This is an optimization exercise on Yosys and OpenROAD, whose aim is small area and a short achievable clock period, not a production implementation.
At most, simulation tests tie the RTL to the original design; equivalence was not proved.
For run 1, only the layout was checked, not whether the RTL still works.
Power figures rest on the tool's default switching activity, not on a simulated workload.

$ cat flow/run.sh
#!/bin/bash
# Standard layout, with plain buffers (not delay cells) on the ports.
set -euo pipefail
export BUFFER_PORTS_ARGS="-buffer_cell sky130_fd_sc_hd__buf_1"
bash standard.sh synth > make_synth.log 2>&1
bash standard.sh finish > make_finish.log 2>&1
$ cat standard.sh
#!/bin/bash
# synth_recipe.tcl (not shown) runs the flow's synth.tcl, then flattens the netlist and writes it again
# the make line also repeats each setting of config.mk as NAME=value (left out here)
make -C /OpenROAD-flow-scripts/flow DESIGN_CONFIG=/design/flow/config.mk WORK_HOME=/design/flow/orfs CLKGATE_MAP_FILE= SYNTH_SCRIPT=/design/flow/synth_recipe.tcl "${@:-finish}"
$ cat config.mk
export PLATFORM = sky130hd
export DESIGN_NAME = neuron_l2
export DESIGN_NICKNAME = neuron_l2
export VERILOG_FILES = /design/flow/design.v
export SDC_FILE = /design/flow/constraint.sdc
export NUM_CORES = 4
export LEC_CHECK = 0
export CAP_MARGIN = 20
export CORE_MARGIN = 2
export CORE_UTILIZATION = 40
export CTS_CLUSTER_DIAMETER = 100
export CTS_CLUSTER_SIZE = 30
export SETUP_SLACK_MARGIN = 4.65
export SLEW_MARGIN = 20
$ cat constraint.sdc
create_clock -name core_clock -period 7.0 [get_ports {clk}]
set_input_delay 1.4000 -clock core_clock [delete_from_list [all_inputs] [get_ports {clk}]]
set_output_delay 1.4000 -clock core_clock [all_outputs]
set_load 0.01 [all_outputs]
$ cat design.v
module neuron_l2 (
    input clk,
    input reset,
    input enable,
    input startup,
    input signed [17*16-1:0] in,
    input signed [15:0] weight,
    output reg signed [15:0] out,
    output reg outvalid,
    output reg tmp3
);
    wire load = enable & startup;
    wire comp = enable & ~startup;
    reg [15:0] C [0:16];
    reg [16:0] V;        
    reg [16:0] z;        
    reg [8:0] ps;        
    reg dly;             
    reg ld1;
    reg [15:0] wr1;
    wire [16:0] tz = {z[14:0], z[16:15]};    
    wire wen = dly ? ld1 : load;
    wire [15:0] wd = dly ? wr1 : weight;
    wire [15:0] wdn = ~wd;
    reg [16:0] wsel;
    integer j;
    always @(*) begin
        for (j = 0; j < 17; j = j + 1)
            wsel[j] = (j % 2 == 0) ? (wen & ps[j / 2]) : 1'b0;
    end
    always @(posedge clk) begin
        ld1 <= load;
        wr1 <= weight;
        if (!load) begin
            ps[0] <= tz[0];
            for (j = 1; j < 9; j = j + 1)
                ps[j] <= tz[2 * j] | tz[2 * j - 1];
            dly <= tz[1] | tz[3] | tz[5] | tz[7] | tz[9] | tz[11] | tz[13] | tz[15];
        end
        C[0] <= wsel[0] ? wd : C[16];
        for (j = 1; j < 17; j = j + 1)
            if (j % 2)
                C[j] <= C[j - 1];
            else
                C[j] <= ~(wsel[j] ? ((j % 4 == 2) ? wd : wdn) : C[j - 1]);
    end
    always @(posedge clk or posedge reset) begin
        if (reset) begin
            V <= 17'd0;
            z <= 17'd1;
        end else begin
            V <= wsel | {V[15:0], V[16]};
            z <= {z[15:0], z[16]};
        end
    end
    reg [4:0] raddr;
    reg newIn, s1, s2;
    always @(posedge clk or posedge reset) begin
        if (reset) begin
            raddr <= 0; newIn <= 0; s1 <= 0; s2 <= 0;
        end else if (enable) begin
            if (startup) begin
                raddr <= 0; newIn <= 0;
            end else if (raddr == 5'd16) begin
                raddr <= 0; newIn <= 1;
            end else begin
                raddr <= raddr + 5'd1; newIn <= 0;
            end
            s1 <= newIn; s2 <= s1;
        end else begin
            raddr <= 0; newIn <= 0;
        end
    end
    always @(posedge clk) begin
        if (reset) begin
            tmp3 <= 0; outvalid <= 0;
        end else if (enable) begin
            tmp3 <= s2; outvalid <= tmp3;
        end
    end
    wire xon = V[0] & ~newIn;
    reg [15:0] xsel;
    integer i;
    always @(*) begin
        xsel = 16'd0;
        for (i = 0; i < 17; i = i + 1)
            xsel = xsel | (in[16*i +: 16] & {16{z[i]}});
    end
    reg [15:0] xr;
    reg [7:0] bp1, bn1, bp2, bn2;
    reg nul;    
    wire [16:0] we = {C[0], 1'b0};   
    integer d;
    always @(posedge clk) begin
        xr <= xsel;
        nul <= newIn;
        for (d = 0; d < 8; d = d + 1) begin
            bp1[d] <= xon & ~we[2*d+2] & (we[2*d+1] ^ we[2*d]);
            bn1[d] <= xon &  we[2*d+2] & (we[2*d+1] ^ we[2*d]);
            bp2[d] <= xon & ~we[2*d+2] &  we[2*d+1] &  we[2*d];
            bn2[d] <= xon &  we[2*d+2] & ~we[2*d+1] & ~we[2*d];
        end
    end
    wire [7:0] bneg = bn1 | bn2;
    wire [16:0] x1 = {xr[15], xr};
    wire [16:0] x2 = {xr, 1'b0};
    wire sx0 = ~pp0[16] & ~nul;
    wire sx1 = ~pp1[16] & ~nul;
    wire sx2 = ~pp2[16] & ~nul;
    wire sx3 = ~pp3[16] & ~nul;
    wire sx4 = ~pp4[16] & ~nul;
    wire sx5 = ~pp5[16] & ~nul;
    wire sx6 = ~pp6[16] & ~nul;
    wire sx7 = ~pp7[16] & ~nul;
    wire [16:0] pp0 = ({17{bp1[0]}} & x1) | ({17{bn1[0]}} & ~x1) | ({17{bp2[0]}} & x2) | ({17{bn2[0]}} & ~x2);
    wire [16:0] pp1 = ({17{bp1[1]}} & x1) | ({17{bn1[1]}} & ~x1) | ({17{bp2[1]}} & x2) | ({17{bn2[1]}} & ~x2);
    wire [16:0] pp2 = ({17{bp1[2]}} & x1) | ({17{bn1[2]}} & ~x1) | ({17{bp2[2]}} & x2) | ({17{bn2[2]}} & ~x2);
    wire [16:0] pp3 = ({17{bp1[3]}} & x1) | ({17{bn1[3]}} & ~x1) | ({17{bp2[3]}} & x2) | ({17{bn2[3]}} & ~x2);
    wire [16:0] pp4 = ({17{bp1[4]}} & x1) | ({17{bn1[4]}} & ~x1) | ({17{bp2[4]}} & x2) | ({17{bn2[4]}} & ~x2);
    wire [16:0] pp5 = ({17{bp1[5]}} & x1) | ({17{bn1[5]}} & ~x1) | ({17{bp2[5]}} & x2) | ({17{bn2[5]}} & ~x2);
    wire [16:0] pp6 = ({17{bp1[6]}} & x1) | ({17{bn1[6]}} & ~x1) | ({17{bp2[6]}} & x2) | ({17{bn2[6]}} & ~x2);
    wire [16:0] pp7 = ({17{bp1[7]}} & x1) | ({17{bn1[7]}} & ~x1) | ({17{bp2[7]}} & x2) | ({17{bn2[7]}} & ~x2);
    wire a1 = pp0[10] ^ pp1[8];
    wire a2 = pp0[10] & pp1[8];
    wire a3 = pp0[11] ^ pp1[9];
    wire a4 = pp0[11] & pp1[9];
    wire a5 = pp0[12] ^ pp1[10] ^ pp2[8];
    wire a6 = (pp0[12] & pp1[10]) | (pp0[12] & pp2[8]) | (pp1[10] & pp2[8]);
    wire a7 = pp3[6] ^ pp4[4];
    wire a8 = pp3[6] & pp4[4];
    wire a9 = pp0[13] ^ pp1[11] ^ pp2[9];
    wire a10 = (pp0[13] & pp1[11]) | (pp0[13] & pp2[9]) | (pp1[11] & pp2[9]);
    wire a11 = pp3[7] ^ pp4[5];
    wire a12 = pp3[7] & pp4[5];
    wire a13 = pp0[14] ^ pp1[12] ^ pp2[10];
    wire a14 = (pp0[14] & pp1[12]) | (pp0[14] & pp2[10]) | (pp1[12] & pp2[10]);
    wire a15 = pp3[8] ^ pp4[6] ^ pp5[4];
    wire a16 = (pp3[8] & pp4[6]) | (pp3[8] & pp5[4]) | (pp4[6] & pp5[4]);
    wire a17 = pp6[2] ^ pp7[0];
    wire a18 = pp6[2] & pp7[0];
    wire a19 = pp0[15] ^ pp1[13] ^ pp2[11];
    wire a20 = (pp0[15] & pp1[13]) | (pp0[15] & pp2[11]) | (pp1[13] & pp2[11]);
    wire a21 = pp3[9] ^ pp4[7] ^ pp5[5];
    wire a22 = (pp3[9] & pp4[7]) | (pp3[9] & pp5[5]) | (pp4[7] & pp5[5]);
    wire a23 = pp6[3] ^ pp7[1];
    wire a24 = pp6[3] & pp7[1];
    wire a25 = sx0 ^ pp1[14] ^ pp2[12];
    wire a26 = (sx0 & pp1[14]) | (sx0 & pp2[12]) | (pp1[14] & pp2[12]);
    wire a27 = pp3[10] ^ pp4[8] ^ pp5[6];
    wire a28 = (pp3[10] & pp4[8]) | (pp3[10] & pp5[6]) | (pp4[8] & pp5[6]);
    wire a29 = pp6[4] ^ pp7[2];
    wire a30 = pp6[4] & pp7[2];
    wire a31 = pp1[15] ^ pp2[13] ^ pp3[11];
    wire a32 = (pp1[15] & pp2[13]) | (pp1[15] & pp3[11]) | (pp2[13] & pp3[11]);
    wire a33 = pp4[9] ^ pp5[7] ^ pp6[5];
    wire a34 = (pp4[9] & pp5[7]) | (pp4[9] & pp6[5]) | (pp5[7] & pp6[5]);
    wire a35 = sx1 ^ pp2[14] ^ pp3[12];
    wire a36 = (sx1 & pp2[14]) | (sx1 & pp3[12]) | (pp2[14] & pp3[12]);
    wire a37 = pp4[10] ^ pp5[8];
    wire a38 = pp4[10] & pp5[8];
    wire a39 = pp2[15] ^ pp3[13] ^ pp4[11];
    wire a40 = (pp2[15] & pp3[13]) | (pp2[15] & pp4[11]) | (pp3[13] & pp4[11]);
    wire a41 = sx2 ^ pp3[14];
    wire a42 = sx2 & pp3[14];
    wire a43 = pp0[6] ^ pp1[4];
    wire a44 = pp0[6] & pp1[4];
    wire a45 = pp0[7] ^ pp1[5];
    wire a46 = pp0[7] & pp1[5];
    wire a47 = pp0[8] ^ pp1[6] ^ pp2[4];
    wire a48 = (pp0[8] & pp1[6]) | (pp0[8] & pp2[4]) | (pp1[6] & pp2[4]);
    wire a49 = pp3[2] ^ pp4[0];
    wire a50 = pp3[2] & pp4[0];
    wire a51 = pp0[9] ^ pp1[7] ^ pp2[5];
    wire a52 = (pp0[9] & pp1[7]) | (pp0[9] & pp2[5]) | (pp1[7] & pp2[5]);
    wire a53 = pp3[3] ^ pp4[1];
    wire a54 = pp3[3] & pp4[1];
    wire a55 = a1 ^ pp2[6] ^ pp3[4];
    wire a56 = (a1 & pp2[6]) | (a1 & pp3[4]) | (pp2[6] & pp3[4]);
    wire a57 = pp4[2] ^ pp5[0] ^ bneg[5];
    wire a58 = (pp4[2] & pp5[0]) | (pp4[2] & bneg[5]) | (pp5[0] & bneg[5]);
    wire a59 = a3 ^ pp2[7] ^ pp3[5];
    wire a60 = (a3 & pp2[7]) | (a3 & pp3[5]) | (pp2[7] & pp3[5]);
    wire a61 = pp4[3] ^ pp5[1] ^ a2;
    wire a62 = (pp4[3] & pp5[1]) | (pp4[3] & a2) | (pp5[1] & a2);
    wire a63 = a5 ^ a7 ^ pp5[2];
    wire a64 = (a5 & a7) | (a5 & pp5[2]) | (a7 & pp5[2]);
    wire a65 = pp6[0] ^ bneg[6] ^ a4;
    wire a66 = (pp6[0] & bneg[6]) | (pp6[0] & a4) | (bneg[6] & a4);
    wire a67 = a9 ^ a11 ^ pp5[3];
    wire a68 = (a9 & a11) | (a9 & pp5[3]) | (a11 & pp5[3]);
    wire a69 = pp6[1] ^ a6 ^ a8;
    wire a70 = (pp6[1] & a6) | (pp6[1] & a8) | (a6 & a8);
    wire a71 = a13 ^ a15 ^ a17;
    wire a72 = (a13 & a15) | (a13 & a17) | (a15 & a17);
    wire a73 = bneg[7] ^ a10 ^ a12;
    wire a74 = (bneg[7] & a10) | (bneg[7] & a12) | (a10 & a12);
    wire a75 = a19 ^ a21 ^ a23;
    wire a76 = (a19 & a21) | (a19 & a23) | (a21 & a23);
    wire a77 = a14 ^ a16 ^ a18;
    wire a78 = (a14 & a16) | (a14 & a18) | (a16 & a18);
    wire a79 = a25 ^ a27 ^ a29;
    wire a80 = (a25 & a27) | (a25 & a29) | (a27 & a29);
    wire a81 = a20 ^ a22 ^ a24;
    wire a82 = (a20 & a22) | (a20 & a24) | (a22 & a24);
    wire a83 = a31 ^ a33 ^ pp7[3];
    wire a84 = (a31 & a33) | (a31 & pp7[3]) | (a33 & pp7[3]);
    wire a85 = a26 ^ a28 ^ a30;
    wire a86 = (a26 & a28) | (a26 & a30) | (a28 & a30);
    wire a87 = a35 ^ a37 ^ pp6[6];
    wire a88 = (a35 & a37) | (a35 & pp6[6]) | (a37 & pp6[6]);
    wire a89 = pp7[4] ^ a32 ^ a34;
    wire a90 = (pp7[4] & a32) | (pp7[4] & a34) | (a32 & a34);
    wire a91 = a39 ^ pp5[9] ^ pp6[7];
    wire a92 = (a39 & pp5[9]) | (a39 & pp6[7]) | (pp5[9] & pp6[7]);
    wire a93 = pp7[5] ^ a36 ^ a38;
    wire a94 = (pp7[5] & a36) | (pp7[5] & a38) | (a36 & a38);
    wire a95 = a41 ^ pp4[12] ^ pp5[10];
    wire a96 = (a41 & pp4[12]) | (a41 & pp5[10]) | (pp4[12] & pp5[10]);
    wire a97 = pp6[8] ^ pp7[6] ^ a40;
    wire a98 = (pp6[8] & pp7[6]) | (pp6[8] & a40) | (pp7[6] & a40);
    wire a99 = pp3[15] ^ pp4[13] ^ pp5[11];
    wire a100 = (pp3[15] & pp4[13]) | (pp3[15] & pp5[11]) | (pp4[13] & pp5[11]);
    wire a101 = pp6[9] ^ pp7[7] ^ a42;
    wire a102 = (pp6[9] & pp7[7]) | (pp6[9] & a42) | (pp7[7] & a42);
    wire a103 = sx3 ^ pp4[14] ^ pp5[12];
    wire a104 = (sx3 & pp4[14]) | (sx3 & pp5[12]) | (pp4[14] & pp5[12]);
    wire a105 = pp6[10] ^ pp7[8];
    wire a106 = pp6[10] & pp7[8];
    wire a107 = pp4[15] ^ pp5[13] ^ pp6[11];
    wire a108 = (pp4[15] & pp5[13]) | (pp4[15] & pp6[11]) | (pp5[13] & pp6[11]);
    wire a109 = sx4 ^ pp5[14];
    wire a110 = sx4 & pp5[14];
    reg [27:0] r1 [0:3];
    always @(posedge clk) begin
        r1[0] <= {pp6[15], sx5, pp5[15], a109, a107, a103, a99, a95, a91, a87, a83, a79, a75, a71, a67, a63, a59, a55, a51, a47, a45, a43, pp0[5], pp0[4], pp0[3], pp0[2], pp0[1], pp0[0]};
        r1[1] <= {pp7[13], pp6[14], pp6[13], pp6[12], pp7[9], a105, a101, a97, a93, a89, a85, a81, a77, a73, a69, a65, a61, a57, a53, a49, pp2[3], pp2[2], pp1[3], pp1[2], pp1[1], pp1[0], 1'b0, bneg[0]};
        r1[2] <= {1'b0, pp7[12], pp7[11], pp7[10], a104, a100, a96, a92, a88, a84, a80, a76, a72, a68, a64, a60, a56, a52, a48, bneg[4], pp3[1], pp3[0], pp2[1], pp2[0], 1'b0, bneg[1], 1'b0, 1'b0};
        r1[3] <= {1'b0, 1'b0, a110, a108, a106, a102, a98, a94, a90, a86, a82, a78, a74, a70, a66, a62, a58, a54, a50, a46, a44, bneg[3], 1'b0, bneg[2], 1'b0, 1'b0, 1'b0, 1'b0};
    end
    reg [27:0] as, ac;
    reg clr;
    always @(posedge clk) clr <= comp & ~s1 & (raddr == 5'd1);
    wire [27:0] fs = clr ? 28'd89849856 : as;
    wire [27:0] fc = clr ? 28'd0 : ac;
    wire b1 = r1[0][2] ^ r1[1][2];
    wire b2 = r1[0][2] & r1[1][2];
    wire b3 = r1[0][3] ^ r1[1][3];
    wire b4 = r1[0][3] & r1[1][3];
    wire b5 = r1[0][4] ^ r1[1][4] ^ r1[2][4];
    wire b6 = (r1[0][4] & r1[1][4]) | (r1[0][4] & r1[2][4]) | (r1[1][4] & r1[2][4]);
    wire b7 = r1[3][4] ^ fs[4];
    wire b8 = r1[3][4] & fs[4];
    wire b9 = r1[0][5] ^ r1[1][5] ^ r1[2][5];
    wire b10 = (r1[0][5] & r1[1][5]) | (r1[0][5] & r1[2][5]) | (r1[1][5] & r1[2][5]);
    wire b11 = fs[5] ^ fc[5];
    wire b12 = fs[5] & fc[5];
    wire b13 = r1[0][6] ^ r1[1][6] ^ r1[2][6];
    wire b14 = (r1[0][6] & r1[1][6]) | (r1[0][6] & r1[2][6]) | (r1[1][6] & r1[2][6]);
    wire b15 = r1[3][6] ^ fs[6] ^ fc[6];
    wire b16 = (r1[3][6] & fs[6]) | (r1[3][6] & fc[6]) | (fs[6] & fc[6]);
    wire b17 = r1[0][7] ^ r1[1][7] ^ r1[2][7];
    wire b18 = (r1[0][7] & r1[1][7]) | (r1[0][7] & r1[2][7]) | (r1[1][7] & r1[2][7]);
    wire b19 = r1[3][7] ^ fs[7] ^ fc[7];
    wire b20 = (r1[3][7] & fs[7]) | (r1[3][7] & fc[7]) | (fs[7] & fc[7]);
    wire b21 = r1[0][8] ^ r1[1][8] ^ r1[2][8];
    wire b22 = (r1[0][8] & r1[1][8]) | (r1[0][8] & r1[2][8]) | (r1[1][8] & r1[2][8]);
    wire b23 = r1[3][8] ^ fs[8] ^ fc[8];
    wire b24 = (r1[3][8] & fs[8]) | (r1[3][8] & fc[8]) | (fs[8] & fc[8]);
    wire b25 = r1[0][9] ^ r1[1][9] ^ r1[2][9];
    wire b26 = (r1[0][9] & r1[1][9]) | (r1[0][9] & r1[2][9]) | (r1[1][9] & r1[2][9]);
    wire b27 = r1[3][9] ^ fs[9] ^ fc[9];
    wire b28 = (r1[3][9] & fs[9]) | (r1[3][9] & fc[9]) | (fs[9] & fc[9]);
    wire b29 = r1[0][10] ^ r1[1][10] ^ r1[2][10];
    wire b30 = (r1[0][10] & r1[1][10]) | (r1[0][10] & r1[2][10]) | (r1[1][10] & r1[2][10]);
    wire b31 = r1[3][10] ^ fs[10] ^ fc[10];
    wire b32 = (r1[3][10] & fs[10]) | (r1[3][10] & fc[10]) | (fs[10] & fc[10]);
    wire b33 = r1[0][11] ^ r1[1][11] ^ r1[2][11];
    wire b34 = (r1[0][11] & r1[1][11]) | (r1[0][11] & r1[2][11]) | (r1[1][11] & r1[2][11]);
    wire b35 = r1[3][11] ^ fs[11] ^ fc[11];
    wire b36 = (r1[3][11] & fs[11]) | (r1[3][11] & fc[11]) | (fs[11] & fc[11]);
    wire b37 = r1[0][12] ^ r1[1][12] ^ r1[2][12];
    wire b38 = (r1[0][12] & r1[1][12]) | (r1[0][12] & r1[2][12]) | (r1[1][12] & r1[2][12]);
    wire b39 = r1[3][12] ^ fs[12] ^ fc[12];
    wire b40 = (r1[3][12] & fs[12]) | (r1[3][12] & fc[12]) | (fs[12] & fc[12]);
    wire b41 = r1[0][13] ^ r1[1][13] ^ r1[2][13];
    wire b42 = (r1[0][13] & r1[1][13]) | (r1[0][13] & r1[2][13]) | (r1[1][13] & r1[2][13]);
    wire b43 = r1[3][13] ^ fs[13] ^ fc[13];
    wire b44 = (r1[3][13] & fs[13]) | (r1[3][13] & fc[13]) | (fs[13] & fc[13]);
    wire b45 = r1[0][14] ^ r1[1][14] ^ r1[2][14];
    wire b46 = (r1[0][14] & r1[1][14]) | (r1[0][14] & r1[2][14]) | (r1[1][14] & r1[2][14]);
    wire b47 = r1[3][14] ^ fs[14] ^ fc[14];
    wire b48 = (r1[3][14] & fs[14]) | (r1[3][14] & fc[14]) | (fs[14] & fc[14]);
    wire b49 = r1[0][15] ^ r1[1][15] ^ r1[2][15];
    wire b50 = (r1[0][15] & r1[1][15]) | (r1[0][15] & r1[2][15]) | (r1[1][15] & r1[2][15]);
    wire b51 = r1[3][15] ^ fs[15] ^ fc[15];
    wire b52 = (r1[3][15] & fs[15]) | (r1[3][15] & fc[15]) | (fs[15] & fc[15]);
    wire b53 = r1[0][16] ^ r1[1][16] ^ r1[2][16];
    wire b54 = (r1[0][16] & r1[1][16]) | (r1[0][16] & r1[2][16]) | (r1[1][16] & r1[2][16]);
    wire b55 = r1[3][16] ^ fs[16] ^ fc[16];
    wire b56 = (r1[3][16] & fs[16]) | (r1[3][16] & fc[16]) | (fs[16] & fc[16]);
    wire b57 = r1[0][17] ^ r1[1][17] ^ r1[2][17];
    wire b58 = (r1[0][17] & r1[1][17]) | (r1[0][17] & r1[2][17]) | (r1[1][17] & r1[2][17]);
    wire b59 = r1[3][17] ^ fs[17] ^ fc[17];
    wire b60 = (r1[3][17] & fs[17]) | (r1[3][17] & fc[17]) | (fs[17] & fc[17]);
    wire b61 = r1[0][18] ^ r1[1][18] ^ r1[2][18];
    wire b62 = (r1[0][18] & r1[1][18]) | (r1[0][18] & r1[2][18]) | (r1[1][18] & r1[2][18]);
    wire b63 = r1[3][18] ^ fs[18] ^ fc[18];
    wire b64 = (r1[3][18] & fs[18]) | (r1[3][18] & fc[18]) | (fs[18] & fc[18]);
    wire b65 = r1[0][19] ^ r1[1][19] ^ r1[2][19];
    wire b66 = (r1[0][19] & r1[1][19]) | (r1[0][19] & r1[2][19]) | (r1[1][19] & r1[2][19]);
    wire b67 = r1[3][19] ^ fs[19] ^ fc[19];
    wire b68 = (r1[3][19] & fs[19]) | (r1[3][19] & fc[19]) | (fs[19] & fc[19]);
    wire b69 = r1[0][20] ^ r1[1][20] ^ r1[2][20];
    wire b70 = (r1[0][20] & r1[1][20]) | (r1[0][20] & r1[2][20]) | (r1[1][20] & r1[2][20]);
    wire b71 = r1[3][20] ^ fs[20] ^ fc[20];
    wire b72 = (r1[3][20] & fs[20]) | (r1[3][20] & fc[20]) | (fs[20] & fc[20]);
    wire b73 = r1[0][21] ^ r1[1][21] ^ r1[2][21];
    wire b74 = (r1[0][21] & r1[1][21]) | (r1[0][21] & r1[2][21]) | (r1[1][21] & r1[2][21]);
    wire b75 = r1[3][21] ^ fs[21] ^ fc[21];
    wire b76 = (r1[3][21] & fs[21]) | (r1[3][21] & fc[21]) | (fs[21] & fc[21]);
    wire b77 = r1[0][22] ^ r1[1][22] ^ r1[2][22];
    wire b78 = (r1[0][22] & r1[1][22]) | (r1[0][22] & r1[2][22]) | (r1[1][22] & r1[2][22]);
    wire b79 = r1[3][22] ^ fs[22] ^ fc[22];
    wire b80 = (r1[3][22] & fs[22]) | (r1[3][22] & fc[22]) | (fs[22] & fc[22]);
    wire b81 = r1[0][23] ^ r1[1][23] ^ r1[2][23];
    wire b82 = (r1[0][23] & r1[1][23]) | (r1[0][23] & r1[2][23]) | (r1[1][23] & r1[2][23]);
    wire b83 = r1[3][23] ^ fs[23] ^ fc[23];
    wire b84 = (r1[3][23] & fs[23]) | (r1[3][23] & fc[23]) | (fs[23] & fc[23]);
    wire b85 = r1[0][24] ^ r1[1][24] ^ r1[2][24];
    wire b86 = (r1[0][24] & r1[1][24]) | (r1[0][24] & r1[2][24]) | (r1[1][24] & r1[2][24]);
    wire b87 = r1[3][24] ^ fs[24] ^ fc[24];
    wire b88 = (r1[3][24] & fs[24]) | (r1[3][24] & fc[24]) | (fs[24] & fc[24]);
    wire b89 = r1[0][25] ^ r1[1][25] ^ r1[2][25];
    wire b90 = (r1[0][25] & r1[1][25]) | (r1[0][25] & r1[2][25]) | (r1[1][25] & r1[2][25]);
    wire b91 = r1[3][25] ^ fs[25] ^ fc[25];
    wire b92 = (r1[3][25] & fs[25]) | (r1[3][25] & fc[25]) | (fs[25] & fc[25]);
    wire b93 = r1[0][26] ^ r1[1][26] ^ r1[2][26];
    wire b94 = (r1[0][26] & r1[1][26]) | (r1[0][26] & r1[2][26]) | (r1[1][26] & r1[2][26]);
    wire b95 = fs[26] ^ fc[26];
    wire b96 = fs[26] & fc[26];
    wire b97 = r1[0][27] ^ r1[1][27] ^ fs[27];
    wire b98 = (r1[0][27] & r1[1][27]) | (r1[0][27] & fs[27]) | (r1[1][27] & fs[27]);
    wire b99 = r1[0][0] ^ r1[1][0];
    wire b100 = r1[0][0] & r1[1][0];
    wire b101 = r1[0][1] ^ fs[1];
    wire b102 = r1[0][1] & fs[1];
    wire b103 = b1 ^ r1[2][2] ^ fs[2];
    wire b104 = (b1 & r1[2][2]) | (b1 & fs[2]) | (r1[2][2] & fs[2]);
    wire b105 = b3 ^ fs[3] ^ fc[3];
    wire b106 = (b3 & fs[3]) | (b3 & fc[3]) | (fs[3] & fc[3]);
    wire b107 = b5 ^ b7 ^ fc[4];
    wire b108 = (b5 & b7) | (b5 & fc[4]) | (b7 & fc[4]);
    wire b109 = b9 ^ b11 ^ b6;
    wire b110 = (b9 & b11) | (b9 & b6) | (b11 & b6);
    wire b111 = b13 ^ b15 ^ b10;
    wire b112 = (b13 & b15) | (b13 & b10) | (b15 & b10);
    wire b113 = b17 ^ b19 ^ b14;
    wire b114 = (b17 & b19) | (b17 & b14) | (b19 & b14);
    wire b115 = b21 ^ b23 ^ b18;
    wire b116 = (b21 & b23) | (b21 & b18) | (b23 & b18);
    wire b117 = b25 ^ b27 ^ b22;
    wire b118 = (b25 & b27) | (b25 & b22) | (b27 & b22);
    wire b119 = b29 ^ b31 ^ b26;
    wire b120 = (b29 & b31) | (b29 & b26) | (b31 & b26);
    wire b121 = b33 ^ b35 ^ b30;
    wire b122 = (b33 & b35) | (b33 & b30) | (b35 & b30);
    wire b123 = b37 ^ b39 ^ b34;
    wire b124 = (b37 & b39) | (b37 & b34) | (b39 & b34);
    wire b125 = b41 ^ b43 ^ b38;
    wire b126 = (b41 & b43) | (b41 & b38) | (b43 & b38);
    wire b127 = b45 ^ b47 ^ b42;
    wire b128 = (b45 & b47) | (b45 & b42) | (b47 & b42);
    wire b129 = b49 ^ b51 ^ b46;
    wire b130 = (b49 & b51) | (b49 & b46) | (b51 & b46);
    wire b131 = b53 ^ b55 ^ b50;
    wire b132 = (b53 & b55) | (b53 & b50) | (b55 & b50);
    wire b133 = b57 ^ b59 ^ b54;
    wire b134 = (b57 & b59) | (b57 & b54) | (b59 & b54);
    wire b135 = b61 ^ b63 ^ b58;
    wire b136 = (b61 & b63) | (b61 & b58) | (b63 & b58);
    wire b137 = b65 ^ b67 ^ b62;
    wire b138 = (b65 & b67) | (b65 & b62) | (b67 & b62);
    wire b139 = b69 ^ b71 ^ b66;
    wire b140 = (b69 & b71) | (b69 & b66) | (b71 & b66);
    wire b141 = b73 ^ b75 ^ b70;
    wire b142 = (b73 & b75) | (b73 & b70) | (b75 & b70);
    wire b143 = b77 ^ b79 ^ b74;
    wire b144 = (b77 & b79) | (b77 & b74) | (b79 & b74);
    wire b145 = b81 ^ b83 ^ b78;
    wire b146 = (b81 & b83) | (b81 & b78) | (b83 & b78);
    wire b147 = b85 ^ b87 ^ b82;
    wire b148 = (b85 & b87) | (b85 & b82) | (b87 & b82);
    wire b149 = b89 ^ b91 ^ b86;
    wire b150 = (b89 & b91) | (b89 & b86) | (b91 & b86);
    wire b151 = b93 ^ b95 ^ b90;
    wire b152 = (b93 & b95) | (b93 & b90) | (b95 & b90);
    wire b153 = b97 ^ fc[27] ^ b94;
    wire b154 = (b97 & fc[27]) | (b97 & b94) | (fc[27] & b94);
    wire b155 = b99 ^ fs[0];
    wire b156 = b99 & fs[0];
    wire b157 = b101 ^ fc[1] ^ b100;
    wire b158 = (b101 & fc[1]) | (b101 & b100) | (fc[1] & b100);
    wire b159 = b103 ^ fc[2] ^ b102;
    wire b160 = (b103 & fc[2]) | (b103 & b102) | (fc[2] & b102);
    wire b161 = b105 ^ b2 ^ b104;
    wire b162 = (b105 & b2) | (b105 & b104) | (b2 & b104);
    wire b163 = b107 ^ b4 ^ b106;
    wire b164 = (b107 & b4) | (b107 & b106) | (b4 & b106);
    wire b165 = b109 ^ b8 ^ b108;
    wire b166 = (b109 & b8) | (b109 & b108) | (b8 & b108);
    wire b167 = b111 ^ b12 ^ b110;
    wire b168 = (b111 & b12) | (b111 & b110) | (b12 & b110);
    wire b169 = b113 ^ b16 ^ b112;
    wire b170 = (b113 & b16) | (b113 & b112) | (b16 & b112);
    wire b171 = b115 ^ b20 ^ b114;
    wire b172 = (b115 & b20) | (b115 & b114) | (b20 & b114);
    wire b173 = b117 ^ b24 ^ b116;
    wire b174 = (b117 & b24) | (b117 & b116) | (b24 & b116);
    wire b175 = b119 ^ b28 ^ b118;
    wire b176 = (b119 & b28) | (b119 & b118) | (b28 & b118);
    wire b177 = b121 ^ b32 ^ b120;
    wire b178 = (b121 & b32) | (b121 & b120) | (b32 & b120);
    wire b179 = b123 ^ b36 ^ b122;
    wire b180 = (b123 & b36) | (b123 & b122) | (b36 & b122);
    wire b181 = b125 ^ b40 ^ b124;
    wire b182 = (b125 & b40) | (b125 & b124) | (b40 & b124);
    wire b183 = b127 ^ b44 ^ b126;
    wire b184 = (b127 & b44) | (b127 & b126) | (b44 & b126);
    wire b185 = b129 ^ b48 ^ b128;
    wire b186 = (b129 & b48) | (b129 & b128) | (b48 & b128);
    wire b187 = b131 ^ b52 ^ b130;
    wire b188 = (b131 & b52) | (b131 & b130) | (b52 & b130);
    wire b189 = b133 ^ b56 ^ b132;
    wire b190 = (b133 & b56) | (b133 & b132) | (b56 & b132);
    wire b191 = b135 ^ b60 ^ b134;
    wire b192 = (b135 & b60) | (b135 & b134) | (b60 & b134);
    wire b193 = b137 ^ b64 ^ b136;
    wire b194 = (b137 & b64) | (b137 & b136) | (b64 & b136);
    wire b195 = b139 ^ b68 ^ b138;
    wire b196 = (b139 & b68) | (b139 & b138) | (b68 & b138);
    wire b197 = b141 ^ b72 ^ b140;
    wire b198 = (b141 & b72) | (b141 & b140) | (b72 & b140);
    wire b199 = b143 ^ b76 ^ b142;
    wire b200 = (b143 & b76) | (b143 & b142) | (b76 & b142);
    wire b201 = b145 ^ b80 ^ b144;
    wire b202 = (b145 & b80) | (b145 & b144) | (b80 & b144);
    wire b203 = b147 ^ b84 ^ b146;
    wire b204 = (b147 & b84) | (b147 & b146) | (b84 & b146);
    wire b205 = b149 ^ b88 ^ b148;
    wire b206 = (b149 & b88) | (b149 & b148) | (b88 & b148);
    wire b207 = b151 ^ b92 ^ b150;
    wire b208 = (b151 & b92) | (b151 & b150) | (b92 & b150);
    wire b209 = b153 ^ b96 ^ b152;
    wire b210 = (b153 & b96) | (b153 & b152) | (b96 & b152);
    always @(posedge clk) begin
        as <= {b209, b207, b205, b203, b201, b199, b197, b195, b193, b191, b189, b187, b185, b183, b181, b179, b177, b175, b173, b171, b169, b167, b165, b163, b161, b159, b157, b155};
        ac <= {b208, b206, b204, b202, b200, b198, b196, b194, b192, b190, b188, b186, b184, b182, b180, b178, b176, b174, b172, b170, b168, b166, b164, b162, b160, b158, b156, fc[0]};
    end
    wire [27:0] acc = as + ac;
    reg og;
    always @(posedge clk) og <= comp & s2 & (raddr == 5'd2) & ~acc[27];
    always @(posedge clk) out <= og ? acc[27:12] : 16'd0;
endmodule
==> qor.yml, run 1 <==
place:
  hpwl_microns: 55820
  finalWeightedCongestion: 1.051
  portBuffers: 309
  dpl_cell_area_sq_um: 25390
  dp_slack_ps: 3699
synth:
  syn_avg_cell_area_sq_um: 10.74
  synth_area_sq_um: 23630
  syn_inst: 2201
  synthesis.nets: 2679
  synth_flop_cell: "dfxtp_1"
  async_flop_share: 0.07447
  synthDistinctLibCells: 64
  yosysSeqAreaShare: 0.4909
  synth_edf_count: 10
  yosysWarnings: 3
  yosys_register_bits: 564
layout:
  final_common_cell: "dfxtp_1"
  n_fill_cell: 5445
  final_area_sq_um: 26990
  syn2layout_area_growth_pct: 14.21
  layout-drive-gt1-share: 0.1122
  nets: 2906
  layout_common_cells: "dfxtp_1, buf_1, mux2i_1, nor2_1, nand2_1"
timing:
  skew_ps: 29.77
  rsz0062_at_grt: "yes"
  layout_setup_ws_ps: 4492
  fin_crit_sh: 0.3582
  relSlewSlack: 0.2901
  slew_violations: 0
  worst_pin_slew_ps: 1065
  clock.fmax_mhz: 398.8
  timing_hold_violations_final: 0
  setup_tns_ps: 0
  whs_ps: 328.3
  fin_crit_ps: 2508
  finalSetupViolations: 0
drt:
  drtPass1Iterations: 7
  drc: 0
  wirelength_microns: 74320
  vias: 16930
  post_drt_wl_per_cell_microns: 23.14
  drt_iter0_markers: 1202
  viasPerCell: 5.270
  antenna_left: 0
clock_tree:
  cts_buffers: 22
  clockBufferDepth: 3
  holdBufCountCts: 0
  insertion_delay_ps: 590
  cts_tree: "done"
  cts_root_buf: "clkbuf_16"
  clock_sinks: 564
  ctsHtreeMaxLevel: 1
  clk_pin_slew_ps: 120
power:
  pwr-share-seq: 0.437
  peakVddDrop_uv: 210.2
  internal_power_w: 0.006912
  p_sw_w: 0.003942
  netSwitchingFraction: 0.3632
  powerDensity_nw_per_um2: 402.1
  pwr-share-comb: 0.417
  p_clk_frac: 0.146
  p_leak_nw: 10.95
critical_path:
  rr_endpoint: "as[21]"
  cp.required_ps: 5600
  endpoint_kind: "primary output"
  crit_slowest_cell: "dfxtp_4"
  reg2reg_depth: 7
  cp-start-kind: "register"
  rr_startpoint: "clr"
  critPathArrivalTime_ps: 1110
  critPathKind: "register to primary output"
  worst-path-buf-inv: 1
  crit_chain: "buf_6"
  critPathMaxStageDelay_ps: 400
  critPathTopFamily: "flip-flops"
  path_max_fanout: 2
  ff2ff_setup_slack_ps: 4520
floorplan:
  ios: 310
  fp.dieW_microns: 247.1
  coreArea_sq_um: 58690
  die_area_sq_um: 61050
  die_y_microns: 247.1
  initial_core_util: 0.4027
  rows: 89
grt:
  grt_pass1_vias: 16980
  grt_max_degree: 43
  grt_pass1_wl_microns: 110200
  grt_remaining_overflow: 0
  grtUsageTotal: 0.2419
  antenna_found_initial: 4
run:
  max-cap-violations: 0
outcome:
  status: "no timing/DRC/antenna violations"
hold_path:
  whs_endpoint: "C[13][10]"
  hold_path.class: "register to register"
  holdPathStages: 0
  hold_start: "C[12][10]"
[power by group through the flow]
stage	clock, W	sequential [W]	combinational (W)
floorplan	0	0.00451	0.00315
global placement	0	0.00477	0.00407
detailed placement	0	0.00480	0.00423
CTS	0.00163	0.00473	0.00443
global route	0.00175	0.00484	0.00526
finish	0.00159	0.00474	0.00453
[kinds of logic (layout without fill, tap and decap cells)]
family	after synthesis	count (layout)	synth area share
xor gates and xnor gates	17	17	0.006300
DFF	564	564	0.4909
muxes	238	238	0.1024
other	0	5	0
AOI/OAI and AO/OA	406	406	0.1122
adders and majority gates	186	186	0.1410
and+or+nand+nor	577	577	0.1131
buffers and inverters	213	446	0.03409
[worst register-to-register path: cells and delay by family (launching register included)]
kind / cells / cell delay (ps)
buffers and inverters: 3 / 420
and+or+nand+nor: 1 / 120
adders and majority gates: 3 / 1410
DFF: 1 / 410
[synth_stat cells, types with 16 or more instances]
cell | number | area, sq um
or2_2 | 17 | 106.4
nand3_1 | 22 | 110.1
mux2_2 | 30 | 337.8
dfxtp_1 | 512 | 10250
nand4_1 | 19 | 118.9
fa_1 | 134 | 2683
nand2_1 | 182 | 683.2
a21oi_1 | 168 | 840.8
dfrtp_1 | 41 | 1026
a222oi_1 | 16 | 160.2
clkbuf_1 | 136 | 510.5
nor2b_1 | 57 | 356.6
ha_1 | 52 | 650.6
a22oi_1 | 106 | 795.8
inv_1 | 60 | 225.2
nand2b_1 | 27 | 168.9
nor3_1 | 27 | 135.1
mux2i_1 | 208 | 2082
nor2_1 | 193 | 724.4
o21ai_0 | 32 | 160.2
[worst max-delay path by stage]
| stage | start | to | slack (ps) | cells after the start |
|---|---|---|---|---|
| global route | clr | as[16] | 4440 | 7 |
| CTS | outvalid | outvalid | 4460 | 1 |
| finish | outvalid | outvalid | 4490 | 1 |
| detailed placement | enable | C[6][5] | 3700 | 6 |
| floorplan | enable | C[16][11] | 4560 | 7 |
| global placement | enable | C[6][8] | 3810 | 6 |
[state kept, by name, indices dropped and copies added (netlist names), 5 cells and up]
| name | cells |
|---|---|
| C | 272 |
| bp2 | 7 |
| xr | 16 |
| V | 17 |
| as | 28 |
| bp1 | 8 |
| bn1 | 8 |
| r1 | 100 |
| wr1 | 16 |
| raddr | 5 |
| z | 17 |
| ps | 9 |
| out | 16 |
| ac | 27 |
| bn2 | 8 |
[area by class of cell]
| cell class | instances | area (sq um) | share of cell area |
|---|---|---|---|
| well taps | 773 | 967.2 | 0.03583 |
| clock inverters | 2 | 60.06 | 0.002225 |
| repair buffers | 356 | 1798 | 0.06661 |
| diodes | 5 | 12.51 | 0.0004635 |
| flip-flops and latches | 564 | 11660 | 0.4318 |
| inverters | 60 | 229.0 | 0.008482 |
| clock buffers | 28 | 574.3 | 0.02128 |
| multi-input cells | 1424 | 11700 | 0.4333 |
[per-stage QoR]
step	std cells	power, W	utilization
global placement	3151	0.008843	0.4327
CTS	3204	0.01079	0.4550
detailed placement	3151	0.009029	0.4327
floorplan	2201	0.007665	-
finish	3212	0.01085	0.4600
global route	3207	0.01184	0.4598
[per-layer routing]
layer | part of all wire | track usage | wire [microns] | vias up
li1 | - | - | - | 7979
met1 | 0.48 | 0.3573 | 35720 | 8401
met2 | 0.45 | 0.3821 | 33610 | 461
met3 | 0.050 | 0.03538 | 3706 | 87
met4 | 0.017 | 0.03561 | 1277 | 0
met5 | 0 | 0 | 0 | -
[timing repair]
action,4_1_cts,5_1_grt
buffers inserted,18,2
cloned,5,1
pin swaps,34,20
resized for setup,129,69
endpoints found under the setup margin,248,105
==> run 2, diff against run 1 <==
--- a/design.v
+++ b/design.v
@@ -456,7 +456,137 @@
         as <= {b209, b207, b205, b203, b201, b199, b197, b195, b193, b191, b189, b187, b185, b183, b181, b179, b177, b175, b173, b171, b169, b167, b165, b163, b161, b159, b157, b155};
         ac <= {b208, b206, b204, b202, b200, b198, b196, b194, b192, b190, b188, b186, b184, b182, b180, b178, b176, b174, b172, b170, b168, b166, b164, b162, b160, b158, b156, fc[0]};
     end
-    wire [27:0] acc = as + ac;
+    wire [27:0] pg0 = as ^ ac;
+    wire [27:0] gg0 = as & ac;
+    wire gl1_1 = gg0[1] | (pg0[1] & gg0[0]);
+    wire pl1_1 = pg0[1] & pg0[0];
+    wire gl1_3 = gg0[3] | (pg0[3] & gg0[2]);
+    wire pl1_3 = pg0[3] & pg0[2];
+    wire gl1_5 = gg0[5] | (pg0[5] & gg0[4]);
+    wire pl1_5 = pg0[5] & pg0[4];
+    wire gl1_7 = gg0[7] | (pg0[7] & gg0[6]);
+    wire pl1_7 = pg0[7] & pg0[6];
+    wire gl1_9 = gg0[9] | (pg0[9] & gg0[8]);
+    wire pl1_9 = pg0[9] & pg0[8];
+    wire gl1_11 = gg0[11] | (pg0[11] & gg0[10]);
+    wire pl1_11 = pg0[11] & pg0[10];
+    wire gl1_13 = gg0[13] | (pg0[13] & gg0[12]);
+    wire pl1_13 = pg0[13] & pg0[12];
+    wire gl1_15 = gg0[15] | (pg0[15] & gg0[14]);
+    wire pl1_15 = pg0[15] & pg0[14];
+    wire gl1_17 = gg0[17] | (pg0[17] & gg0[16]);
+    wire pl1_17 = pg0[17] & pg0[16];
+    wire gl1_19 = gg0[19] | (pg0[19] & gg0[18]);
+    wire pl1_19 = pg0[19] & pg0[18];
+    wire gl1_21 = gg0[21] | (pg0[21] & gg0[20]);
+    wire pl1_21 = pg0[21] & pg0[20];
+    wire gl1_23 = gg0[23] | (pg0[23] & gg0[22]);
+    wire pl1_23 = pg0[23] & pg0[22];
+    wire gl1_25 = gg0[25] | (pg0[25] & gg0[24]);
+    wire pl1_25 = pg0[25] & pg0[24];
+    wire gl1_27 = gg0[27] | (pg0[27] & gg0[26]);
+    wire pl1_27 = pg0[27] & pg0[26];
+    wire gl2_2 = gg0[2] | (pg0[2] & gl1_1);
+    wire pl2_2 = pg0[2] & pl1_1;
+    wire gl2_3 = gl1_3 | (pl1_3 & gl1_1);
+    wire pl2_3 = pl1_3 & pl1_1;
+    wire gl2_6 = gg0[6] | (pg0[6] & gl1_5);
+    wire pl2_6 = pg0[6] & pl1_5;
+    wire gl2_7 = gl1_7 | (pl1_7 & gl1_5);
+    wire pl2_7 = pl1_7 & pl1_5;
+    wire gl2_10 = gg0[10] | (pg0[10] & gl1_9);
+    wire pl2_10 = pg0[10] & pl1_9;
+    wire gl2_11 = gl1_11 | (pl1_11 & gl1_9);
+    wire pl2_11 = pl1_11 & pl1_9;
+    wire gl2_14 = gg0[14] | (pg0[14] & gl1_13);
+    wire pl2_14 = pg0[14] & pl1_13;
+    wire gl2_15 = gl1_15 | (pl1_15 & gl1_13);
+    wire pl2_15 = pl1_15 & pl1_13;
+    wire gl2_18 = gg0[18] | (pg0[18] & gl1_17);
+    wire pl2_18 = pg0[18] & pl1_17;
+    wire gl2_19 = gl1_19 | (pl1_19 & gl1_17);
+    wire pl2_19 = pl1_19 & pl1_17;
+    wire gl2_22 = gg0[22] | (pg0[22] & gl1_21);
+    wire pl2_22 = pg0[22] & pl1_21;
+    wire gl2_23 = gl1_23 | (pl1_23 & gl1_21);
+    wire pl2_23 = pl1_23 & pl1_21;
+    wire gl2_26 = gg0[26] | (pg0[26] & gl1_25);
+    wire pl2_26 = pg0[26] & pl1_25;
+    wire gl2_27 = gl1_27 | (pl1_27 & gl1_25);
+    wire pl2_27 = pl1_27 & pl1_25;
+    wire gl3_4 = gg0[4] | (pg0[4] & gl2_3);
+    wire pl3_4 = pg0[4] & pl2_3;
+    wire gl3_5 = gl1_5 | (pl1_5 & gl2_3);
+    wire pl3_5 = pl1_5 & pl2_3;
+    wire gl3_6 = gl2_6 | (pl2_6 & gl2_3);
+    wire pl3_6 = pl2_6 & pl2_3;
+    wire gl3_7 = gl2_7 | (pl2_7 & gl2_3);
+    wire pl3_7 = pl2_7 & pl2_3;
+    wire gl3_12 = gg0[12] | (pg0[12] & gl2_11);
+    wire pl3_12 = pg0[12] & pl2_11;
+    wire gl3_13 = gl1_13 | (pl1_13 & gl2_11);
+    wire pl3_13 = pl1_13 & pl2_11;
+    wire gl3_14 = gl2_14 | (pl2_14 & gl2_11);
+    wire pl3_14 = pl2_14 & pl2_11;
+    wire gl3_15 = gl2_15 | (pl2_15 & gl2_11);
+    wire pl3_15 = pl2_15 & pl2_11;
+    wire gl3_20 = gg0[20] | (pg0[20] & gl2_19);
+    wire pl3_20 = pg0[20] & pl2_19;
+    wire gl3_21 = gl1_21 | (pl1_21 & gl2_19);
+    wire pl3_21 = pl1_21 & pl2_19;
+    wire gl3_22 = gl2_22 | (pl2_22 & gl2_19);
+    wire pl3_22 = pl2_22 & pl2_19;
+    wire gl3_23 = gl2_23 | (pl2_23 & gl2_19);
+    wire pl3_23 = pl2_23 & pl2_19;
+    wire gl4_8 = gg0[8] | (pg0[8] & gl3_7);
+    wire pl4_8 = pg0[8] & pl3_7;
+    wire gl4_9 = gl1_9 | (pl1_9 & gl3_7);
+    wire pl4_9 = pl1_9 & pl3_7;
+    wire gl4_10 = gl2_10 | (pl2_10 & gl3_7);
+    wire pl4_10 = pl2_10 & pl3_7;
+    wire gl4_11 = gl2_11 | (pl2_11 & gl3_7);
+    wire pl4_11 = pl2_11 & pl3_7;
+    wire gl4_12 = gl3_12 | (pl3_12 & gl3_7);
+    wire pl4_12 = pl3_12 & pl3_7;
+    wire gl4_13 = gl3_13 | (pl3_13 & gl3_7);
+    wire pl4_13 = pl3_13 & pl3_7;
+    wire gl4_14 = gl3_14 | (pl3_14 & gl3_7);
+    wire pl4_14 = pl3_14 & pl3_7;
+    wire gl4_15 = gl3_15 | (pl3_15 & gl3_7);
+    wire pl4_15 = pl3_15 & pl3_7;
+    wire gl4_24 = gg0[24] | (pg0[24] & gl3_23);
+    wire pl4_24 = pg0[24] & pl3_23;
+    wire gl4_25 = gl1_25 | (pl1_25 & gl3_23);
+    wire pl4_25 = pl1_25 & pl3_23;
+    wire gl4_26 = gl2_26 | (pl2_26 & gl3_23);
+    wire pl4_26 = pl2_26 & pl3_23;
+    wire gl4_27 = gl2_27 | (pl2_27 & gl3_23);
+    wire pl4_27 = pl2_27 & pl3_23;
+    wire gl5_16 = gg0[16] | (pg0[16] & gl4_15);
+    wire pl5_16 = pg0[16] & pl4_15;
+    wire gl5_17 = gl1_17 | (pl1_17 & gl4_15);
+    wire pl5_17 = pl1_17 & pl4_15;
+    wire gl5_18 = gl2_18 | (pl2_18 & gl4_15);
+    wire pl5_18 = pl2_18 & pl4_15;
+    wire gl5_19 = gl2_19 | (pl2_19 & gl4_15);
+    wire pl5_19 = pl2_19 & pl4_15;
+    wire gl5_20 = gl3_20 | (pl3_20 & gl4_15);
+    wire pl5_20 = pl3_20 & pl4_15;
+    wire gl5_21 = gl3_21 | (pl3_21 & gl4_15);
+    wire pl5_21 = pl3_21 & pl4_15;
+    wire gl5_22 = gl3_22 | (pl3_22 & gl4_15);
+    wire pl5_22 = pl3_22 & pl4_15;
+    wire gl5_23 = gl3_23 | (pl3_23 & gl4_15);
+    wire pl5_23 = pl3_23 & pl4_15;
+    wire gl5_24 = gl4_24 | (pl4_24 & gl4_15);
+    wire pl5_24 = pl4_24 & pl4_15;
+    wire gl5_25 = gl4_25 | (pl4_25 & gl4_15);
+    wire pl5_25 = pl4_25 & pl4_15;
+    wire gl5_26 = gl4_26 | (pl4_26 & gl4_15);
+    wire pl5_26 = pl4_26 & pl4_15;
+    wire gl5_27 = gl4_27 | (pl4_27 & gl4_15);
+    wire pl5_27 = pl4_27 & pl4_15;
+    wire [27:0] acc = {(pg0[27] ^ gl5_26), (pg0[26] ^ gl5_25), (pg0[25] ^ gl5_24), (pg0[24] ^ gl5_23), (pg0[23] ^ gl5_22), (pg0[22] ^ gl5_21), (pg0[21] ^ gl5_20), (pg0[20] ^ gl5_19), (pg0[19] ^ gl5_18), (pg0[18] ^ gl5_17), (pg0[17] ^ gl5_16), (pg0[16] ^ gl4_15), (pg0[15] ^ gl4_14), (pg0[14] ^ gl4_13), (pg0[13] ^ gl4_12), (pg0[12] ^ gl4_11), (pg0[11] ^ gl4_10), (pg0[10] ^ gl4_9), (pg0[9] ^ gl4_8), (pg0[8] ^ gl3_7), (pg0[7] ^ gl3_6), (pg0[6] ^ gl3_5), (pg0[5] ^ gl3_4), (pg0[4] ^ gl2_3), (pg0[3] ^ gl2_2), (pg0[2] ^ gl1_1), (pg0[1] ^ gg0[0]), pg0[0]};
     reg og;
     always @(posedge clk) og <= comp & s2 & (raddr == 5'd2) & ~acc[27];
     always @(posedge clk) out <= og ? acc[27:12] : 16'd0;
==> run 2 against run 1 <==
  * Maximum frequency increased by 0.54%
  * Final area shrank 2.2%
  * Hold slack got worse by 6.8 ps
  * Clock-buffer cell count did not move
  * Sequential share of layout area increased by 0.93 points
  * Register-to-register slack about the same
  * Critical path depth is the same
  * Synthesized cell count decreased by 2.7%
  * Critical endpoint is now tmp3
==> qor.yml, run 2 <==
synth:
  synthDistinctLibCells: 57
  synth_edf_count: 10
  synthTopCellsByCount: "dfxtp_1, mux2i_1, nor2_1"
  synth_flop_cell: "dfxtp_1"
  muxShareOfSynthArea: 0.1048
  synth_fa_ha_area_frac: 0.1441
  yosys_register_bits: 564
  yosysWarnings: 3
  synth_area_leaders: "dfxtp_1, fa_1, mux2i_1, dfrtp_1, a22oi_1"
  synth_top_family_by_area: "adder cells"
  async_flop_share: 0.07447
  syn_inst: 2142
  synth_top_area_cell: "dfxtp_1"
  synthesis.nets: 2621
  synth.most_common_cell: "dfxtp_1"
  synth_compound_area_frac: 0.1025
  synth_xor_area_frac: 0.007526
  synth_top_area_share: 0.4404
  synth_area_sq_um: 23280
  synth_simple_gate_area_frac: 0.1091
  yosysSeqAreaShare: 0.4985
  syn_avg_cell_area_sq_um: 10.87
drt:
  post_drt_wl_per_cell_microns: 22.26
  drc: 0
  drtPass1Iterations: 7
  wirelength_microns: 69910
  antenna_left: 0
  viasPerCell: 5.220
  drt_iter0_markers: 1419
  vias: 16400
critical_path:
  crit_chain: "buf_6"
  cp.required_ps: 5600
  crit_slowest_cell: "dfxtp_4"
  path_max_fanout: 2
  worst-path-buf-inv: 1
  critPathKind: "register to primary output"
  crit_start: "tmp3"
  critPathTopFamily: "flip-flops"
  reg2reg_depth: 6
  rr_endpoint: "as[18]"
  ff2ff_setup_slack_ps: 4520
  rr_startpoint: "clr"
  endpoint_kind: "primary output"
  critPathArrivalTime_ps: 1090
  cp-start-kind: "register"
  critPathMaxStageDelay_ps: 380
floorplan:
  fp.dieW_microns: 245.2
  rows: 88
  coreArea_sq_um: 57590
  die_area_sq_um: 60140
  die_y_microns: 245.2
  initial_core_util: 0.4042
  ios: 310
power:
  peakVddDrop_uv: 210.8
  pwr-share-comb: 0.397
  netSwitchingFraction: 0.3554
  p_leak_nw: 10.73
  finalPower_w: 0.01054
  p_clk_frac: 0.153
  pwr-share-seq: 0.450
  powerDensity_nw_per_um2: 398.9
  p_sw_w: 0.003744
  internal_power_w: 0.006792
place:
  dpl.cell_count: 3081
  hpwl_microns: 51190
  dp_slack_ps: 3622
  portBuffers: 309
  finalWeightedCongestion: 1.000
grt:
  grt_use_met3: 0.03969
  grt_util_met1: 0.3496
  grt_pass1_wl_microns: 105900
  grt_remaining_overflow: 0
  grt_pass1_vias: 16540
  grtUsageTotal: 0.2323
  antenna_found_initial: 3
  met2_usage: 0.3558
  busiest_layer: "met2"
  grt_max_degree: 43
layout:
  final_common_cell: "dfxtp_1"
  nets: 2843
  layout-drive-gt1-share: 0.1041
  largestRegisters: "C x272, r1 x100, as x28"
  fin_util: 0.4587
  largest_reg_flops: 272
  stdcell_count: 3141
  syn2layout_area_growth_pct: 13.48
  layout_common_cells: "dfxtp_1, buf_1, mux2i_1, nor2_1, nand2_1"
  regMostFlops: "C"
timing:
  fin_crit_ps: 2494
  layout_setup_ws_ps: 4506
  worst_pin_slew_ps: 1071
  fin_crit_sh: 0.3563
  rsz0062_at_grt: "yes"
  slew_violations: 0
  skew_ps: 29.21
  setup_tns_ps: 0
  relSlewSlack: 0.2861
  finalSetupViolations: 0
  clock.fmax_mhz: 400.9
  timing_hold_violations_final: 0
clock_tree:
  clockBufferDepth: 3
  clock_sinks: 564
  insertion_delay_ps: 600
  cts_buffers: 23
  holdBufCountCts: 0
  ctsHtreeMaxLevel: 1
  clk_pin_slew_ps: 120
  cts_tree: "done"
  cts_root_buf: "clkbuf_16"
run:
  max-cap-violations: 0
hold_path:
  holdPathStages: 0
  hold_path.class: "register to register"
  hold_start: "C[12][0]"
  whs_endpoint: "C[13][0]"
outcome:
  status: "no timing/DRC/antenna violations"
-- run 2: kinds of logic after synthesis --
kind of cell,count (synthesis)
muxes,240
adders and majority gates,187
and+or+nand+nor,557
AOI/OAI and AO/OA,367
xor gates and xnor gates,20
DFF,564
buffers and inverters,207
-- run 2: area by class of cell --
cell class                      count  area [sq um]
Antenna cell                        4         10.01
Clock buffer                       28         594.3
Clock inverter                      5         63.81
Fill cell                        5434         31170
Inverter                           54         206.4
Multi-Input combinational cell   1371         11230
Sequential cell                   564         11650
Tap cell                          765         957.2
Timing Repair Buffer              350          1694
-- run 2: what timing repair did --
| item | in CTS | in global routing |
|---|---|---|
| endpoints found under the setup margin | 249 | 97 |
| buffers inserted | 13 | 4 |
| gates cloned | 6 | 0 |
| gates resized for setup | 109 | 46 |
| pin swaps | 25 | 22 |
-- run 2: stage by stage --
stage / cell area, sq um / hold slack [ps]
4_1_cts: 26240 / 318.3
6_report: 26410 / 321.5
2_1_floorplan: 23560 / 309.6
3_5_place_dp: 25010 / 312.1
3_3_place_gp: 25010 / 309.7
5_1_grt: 26400 / 328.4
-- run 2: how the worst max path moves through the flow --
stage / to / slack (ps) / cells after the start
after floorplan: C[14][0] / 4550 / 7
after global placement: C[6][7] / 3730 / 6
after detailed placement: C[6][14] / 3620 / 6
after CTS: tmp3 / 4470 / 1
after global routing: as[18] / 4460 / 6
final: tmp3 / 4510 / 1
-- run 2: power by group through the flow --
stage	combinational, W	clock [W]	sequential, W
4_1_cts	0.00408	0.00167	0.00474
3_3_place_gp	0.00378	0	0.00479
3_5_place_dp	0.00393	0	0.00481
6_report	0.00418	0.00162	0.00474
5_1_grt	0.00487	0.00179	0.00483
2_1_floorplan	0.00294	0	0.00451
-- run 2: metal layers --
| layer | vias up | part of all wire |
|---|---|---|
| met2 | 473 | 0.44 |
| met1 | 8133 | 0.49 |
| met4 | 0 | 0.014 |
| met3 | 69 | 0.058 |
| met5 | - | 0 |
| li1 | 7722 | - |
==> run 3, diff against run 2 <==
--- a/config.mk
+++ b/config.mk
@@ -10,5 +10,5 @@
 export CORE_UTILIZATION = 40
 export CTS_CLUSTER_DIAMETER = 100
 export CTS_CLUSTER_SIZE = 30
-export SETUP_SLACK_MARGIN = 4.65
+export SETUP_SLACK_MARGIN = 4.5
 export SLEW_MARGIN = 20
==> run 3 against run 2 <==
  * Largest cell class unchanged
  * Synthesized cell count did not move
  * Largest power group unchanged
  * Highest routed layer is now met5
  * Clock skew fell by 14 ps
  * Critical path depth rose by 5
  * Clock power barely moved
  * Hold slack improved by 10 ps
  * Flip-flop and latch count did not move
  * Die area did not move
  * Maximum frequency rose by 0.84%
==> qor.yml, run 3 <==
run:
  max-cap-violations: 0
floorplan:
  die_y_microns: 245.2
  ios: 310
  coreArea_sq_um: 57590
  die_area_sq_um: 60140
  fp.dieW_microns: 245.2
  rows: 88
  initial_core_util: 0.4042
clock_tree:
  cts_tree: "done"
  ctsHtreeMaxLevel: 1
  clockBufferDepth: 3
  insertion_delay_ps: 590
  clock_sinks: 564
  holdBufCountCts: 0
  cts_buffers: 23
  cts_root_buf: "clkbuf_16"
  clk_pin_slew_ps: 110
timing:
  setup_tns_ps: 0
  fin_crit_sh: 0.3533
  finalSetupViolations: 0
  fin_crit_ps: 2473
  layout_setup_ws_ps: 4527
  clock.fmax_mhz: 404.3
  slew_violations: 0
  rsz0062_at_grt: "yes"
  worst_pin_slew_ps: 1138
  skew_ps: 15.36
  timing_hold_violations_final: 0
  relSlewSlack: 0.2412
critical_path:
  critPathArrivalTime_ps: 2930
  path_max_fanout: 33
  reg2reg_depth: 6
  crit_slowest_cell: "nand2_2"
  rr_startpoint: "clr"
  critPathKind: "input port to register"
  ff2ff_setup_slack_ps: 4580
  cp-start-kind: "input port"
  endpoint_kind: "register"
  cp.required_ps: 7460
  crit_chain: "buf_1, nand2_8, o21ai_4, nand2_2, nor2_1, a21oi_1"
  rr_endpoint: "as[22]"
  critPathMaxStageDelay_ps: 430
drt:
  antenna_left: 0
  drc: 0
  drt_iter0_markers: 1240
  drtPass1Iterations: 7
  vias: 16230
  post_drt_wl_per_cell_microns: 22.18
  wirelength_microns: 69610
  viasPerCell: 5.171
place:
  dpl_cell_area_sq_um: 25030
  dp_slack_ps: 3920
  portBuffers: 309
  hpwl_microns: 52970
  finalWeightedCongestion: 1.077
synth:
  synth_area_sq_um: 23280
  synth_top_area_cell: "dfxtp_1"
  yosysSeqAreaShare: 0.4985
  synthTopCellsByCount: "dfxtp_1, mux2i_1, nor2_1"
  synth_edf_count: 10
  syn_inst: 2142
  syn_avg_cell_area_sq_um: 10.87
  yosys_register_bits: 564
  synthesis.nets: 2621
  synth_flop_cell: "dfxtp_1"
  synth.most_common_cell: "dfxtp_1"
  synth_area_leaders: "dfxtp_1, fa_1, mux2i_1, dfrtp_1, a22oi_1"
  async_flop_share: 0.07447
  synthDistinctLibCells: 57
  synth_top_area_share: 0.4404
  yosysWarnings: 3
grt:
  antenna_found_initial: 8
  grtUsageTotal: 0.2311
  grt_use_met3: 0.03969
  grt_remaining_overflow: 0
  grt_pass1_vias: 16390
  grt_pass1_wl_microns: 105200
  grt_util_met1: 0.3502
  met2_usage: 0.3482
  grt_max_degree: 55
  busiest_layer: "met1"
layout:
  syn2layout_area_growth_pct: 11.50
  largestRegisters: "C x272, r1 x100, as x28"
  multiInputGateArea_sq_um: 10970
  regMostFlops: "C"
  layout-drive-gt1-share: 0.07478
  largest_reg_flops: 272
  nets: 2840
  final_common_cell: "dfxtp_1"
  fin_util: 0.4507
  layout_common_cells: "dfxtp_1, buf_1, mux2i_1, nor2_1, nand2_1"
  final_area_sq_um: 25950
  n_fill_cell: 5446
  seq_area_sq_um: 11650
power:
  powerDensity_nw_per_um2: 395.3
  p_leak_nw: 10.54
  finalPower_w: 0.01026
  peakVddDrop_uv: 205.5
hold_path:
  holdPathStages: 0
  hold_start: "C[6][12]"
  hold_path.class: "register to register"
  whs_endpoint: "C[7][12]"
outcome:
  status: "no timing/DRC/antenna violations"
## run 3: cell counts after synthesis
No cell type changed its count.
## run 3: cells by family after synthesis
family,share of synthesized area
multiplexers,0.1048
adder cells (fa/ha/maj),0.1441
flip-flops,0.4985
AO/OA/AOI/OAI,0.1025
buffers and inverters,0.03349
AND/OR/NAND/NOR,0.1091
XOR/XNOR,0.007525
## run 3: layout make-up
| class | instances | share of cell area |
|---|---|---|
| sequential | 564 | 0.4488 |
| multi-input combinational | 1371 | 0.4227 |
| timing repair buffer | 347 | 0.05819 |
| tap | 765 | 0.03688 |
| clock buffer | 26 | 0.02261 |
| inverter | 54 | 0.007810 |
| clock inverter | 5 | 0.002410 |
| antenna | 6 | 0.0005785 |
## run 3: how the worst max path moves through the flow
stage               startpoint        end
global placement        enable    C[6][6]
floorplan               enable  C[14][10]
CTS                     xr[14]  r1[0][17]
finish                 startup   C[12][8]
detailed placement     startup    C[6][7]
global route           startup   C[8][10]
## run 3: timing repair
item,in CTS,in global routing
gates resized for setup,32,25
pin swaps,1,0
cloned,0,1
hold endpoints to repair,0,0
buffers inserted,3,12
endpoints found under the setup margin,70,165
## run 3: critical path: cells and delay by family
kind / cells / cell delay (ps)
AO/OA/AOI/OAI: 2 / 440
buffers and inverters: 1 / 250
AND/OR/NAND/NOR: 3 / 820
## run 3: metal layers
metal	vias up	part of all wire
met2	438	0.43
met1	7989	0.50
met4	6	0.015
met5	-	0.00059
met3	71	0.057
li1	7722	-
## run 3: metrics by stage
step	hold slack, ps	cells
2_1_floorplan	309.6	2142
6_report	331.6	3138
5_1_grt	338.6	3134
4_1_cts	332.5	3119
3_3_place_gp	309.9	3085
3_5_place_dp	312.1	3085
## run 3: where the power goes
group | switching, W | internal (W)
Clock | 0.000999 | 0.000624
Combinational | 0.00211 | 0.00182
Sequential | 0.000530 | 0.00417
Total | 0.00364 | 0.00662

==> what the ideal ports hide <==
The results above use ideal ports. As a check the final layouts listed here were re-extracted and re-timed, cells and wires unchanged.
Step 1 (the two cells are an assumption about what drives the block):
set clk [get_ports {clk}]
set_driving_cell -lib_cell sky130_fd_sc_hd__clkbuf_16 $clk
set_driving_cell -lib_cell sky130_fd_sc_hd__buf_2 [delete_from_list [all_inputs] $clk]
Step 2, shift: input delay + t, output delay - t, t = (earliest + latest rising clock arrival at the registers) / 2. This alone moves slack from input paths to output paths.
Slacks: no drivers / after step 1 / after step 2; pairs: no drivers / after step 1.
run	t (ns)	setup slack, ns	hold slack, ns	worst setup path at the end	slew at the worst register clock pin (ns)
run 1	0.633	4.492 / 4.436 / 4.149	0.328 / 0.328 / 0.328	input to register	0.12 / 0.12
run 2	0.639	4.506 / 4.451 / 4.218	0.321 / 0.321 / 0.321	input to register	0.12 / 0.12
run 3	0.639	4.527 / 4.448 / 3.809	0.332 / 0.332 / 0.332	input to register	0.12 / 0.12
After both steps setup and hold are still met in every run listed. For run 3, which loses most, drivers alone change the setup slack by -0.079 ns; drivers and shift together by -0.718 ns.
